Background: an optimization exercise with open tools, aiming at small area. Do not read the settings as production practice. Where RTL was checked, it was by simulation tests only, not by an equivalence proof against the original. The clock port is modelled as an ideal driver; clocking choices that lean on that would not hold on a real chip. Power figures rest on the tool's default switching activity, not on a simulated workload.

==> flow/design.v (excerpt) <==
module DE2_115(
	input CLOCK_50,
	input RST_N,
	input KEY0,
	input KEY2,
	output [6:0] HEX0,
	output [6:0] HEX1
);
==> module Debounce, before the edit <==
module Debounce(
	input i_in,
	input i_clk,
	input i_rst,
	output o_debounced,
	output o_neg,
	output o_pos
);
	logic deb_r, neg_r;
	logic [2:0] cnt_r;
	logic flip, diff, fb;
	assign flip = (cnt_r == 3'b000);
	assign diff = i_in ^ deb_r;
	assign fb = ~(cnt_r[2] ^ (cnt_r[1] & ~cnt_r[0]));
	assign o_debounced = deb_r;
	assign o_neg = neg_r;
	assign o_pos = 1'b0;
	always_ff @(posedge i_clk or negedge i_rst) begin
		if (!i_rst) begin
			deb_r <= 1'b0;
			cnt_r <= 3'b000;
			neg_r <= 1'b0;
		end else begin
			deb_r <= deb_r ^ flip;
			cnt_r <= diff ? {cnt_r[1:0], fb} : 3'b001;
			neg_r <= deb_r & flip;
		end
	end
endmodule
export LEC_CHECK = 0
export CAP_MARGIN = 20
export CORE_MARGIN = 2
export CORE_UTILIZATION = 40
export SLEW_MARGIN = 20
create_clock -name core_clock -period 8.0 [get_ports {CLOCK_50}]
standard.sh (not shown) runs the stock make flow with config.mk's settings and CLKGATE_MAP_FILE= SYNTH_SCRIPT=/design/flow/synth_recipe.tcl, a recipe that flattens the netlist after the stock synthesis.
==> flow/flow/run.sh <==
#!/bin/bash
# Own layout flow. It is the standard layout (standard.sh) with three changes:
#  1. after the standard synthesis, the combinational logic is mapped again with a stronger
#     ABC area script (flow/remap.tcl, sixteen seeds, smallest kept); every flip-flop instance
#     is kept as it is;
#  2. port buffers are buf_1 cells;
#  3. the clock is buffered by flow/cts.tcl: the flip-flops are split into four groups by
#     position and each group gets one clock buffer (buf_8, or buf_12 if the estimated
#     clock slew is high), driven by the clock port.
# Each tool writes its full output to a log file of its own in this folder.
set -euo pipefail
R=orfs/results/sky130hd/DE2_115/base
export BUFFER_PORTS_ARGS="-buffer_cell sky130_fd_sc_hd__buf_1"

bash standard.sh synth > 1_standard_synth.log 2>&1
cp $R/1_2_yosys.v $R/1_2_yosys_standard.v
Y=$FLOW_HOME/../tools/install/yosys/bin/yosys; [ -x $Y ] || Y=yosys
# sixteen ABC runs with different seeds, four at a time; the smallest netlist is kept
SEEDS="1 2 3 4 5 6 7 8 9 10 11 12 13 14 15 16"
for s in $SEEDS; do
  REMAP_T=30 REMAP_SEED=$s REMAP_OUT=$R/1_2_yosys_remap$s.v $Y -c flow/remap.tcl > 1_remap_yosys_$s.log 2>&1 &
  if [ $((s % 4)) -eq 0 ]; then wait; fi
done
wait
best=$(for s in $SEEDS; do echo "$(awk '/Chip area/ {print $NF}' $R/1_2_yosys_remap$s.v.stat) $s"; done | sort -g | head -1 | cut -d' ' -f2)
echo "remap areas:"; for s in $SEEDS; do grep "Chip area" $R/1_2_yosys_remap$s.v.stat; done; echo "kept seed $best"
cp $R/1_2_yosys_remap$best.v $R/1_2_yosys.v
rm -f $R/1_synth.odb
bash standard.sh place > 2_standard_place.log 2>&1
openroad -exit -no_init flow/cts.tcl > 3_cts_openroad.log 2>&1
cp $R/4_1_cts.odb $R/4_cts.odb
bash standard.sh > 4_standard_finish.log 2>&1
test -s out/final.def
Other scripts of this flow, unchanged in this note and not shown: flow/flow/cts.tcl, flow/flow/remap.tcl
The baseline passed the timing, design-rule and antenna checks.
Next try:
--- a/flow/design.v
+++ b/flow/design.v
@@ -43,8 +43,6 @@
 	logic deb_r, neg_r;
 	logic [2:0] cnt_r;
-	logic flip, diff, fb;
-	assign flip = (cnt_r == 3'b000);
-	assign diff = i_in ^ deb_r;
-	assign fb = ~(cnt_r[2] ^ (cnt_r[1] & ~cnt_r[0]));
+	logic flip;
+	assign flip = (cnt_r == 3'd0);
 	assign o_debounced = deb_r;
 	assign o_neg = neg_r;
@@ -53,9 +51,9 @@
 		if (!i_rst) begin
 			deb_r <= 1'b0;
-			cnt_r <= 3'b000;
+			cnt_r <= 3'd0;
 			neg_r <= 1'b0;
 		end else begin
 			deb_r <= deb_r ^ flip;
-			cnt_r <= diff ? {cnt_r[1:0], fb} : 3'b001;
+			cnt_r <= (i_in != deb_r) ? cnt_r - 3'd1 : 3'd7;
 			neg_r <= deb_r & flip;
 		end
Worst setup slack gains 80 ps.
Clock power is about the same.
Core utilization decreases by 0.16 points.
Clock skew is about the same.
Global-route usage came out lower by 0.63 points.
Clock-buffer cell count stays the same.
The RTL of the first run of this note was laid out without a check of its function.

## re-timing with driven ports
In the flow no input, the clock included, has a driving cell. The finished layouts below were timed again as built, in two steps.
Step 1: set_driving_cell puts a clkbuf_16 on CLOCK_50 and a buf_2 on each other input, an assumption about the parent block.
Step 2 adds t to the input delays and takes it off the output delays; t is the mean of the earliest and latest rising clock arrival at the registers after step 1. Input paths then give back, and output paths get back, about the clock's delay inside the block.
a / b / c = ideal ports / drivers / drivers and shift; a / b = the first two.
run | shift t [ns] | setup slack, ns | worst setup path after step 2 | slew at the worst register clock pin (ns) | worst slew at a driven data input, ns
the first run | 0.191 | 4.025 / 3.955 / 4.146 | register to output | 0.10 / 0.10 | 0.03
the second run | 0.187 | 4.105 / 4.035 / 4.222 | register to output | 0.09 / 0.09 | 0.03
After both steps setup and hold are still met in every run listed.
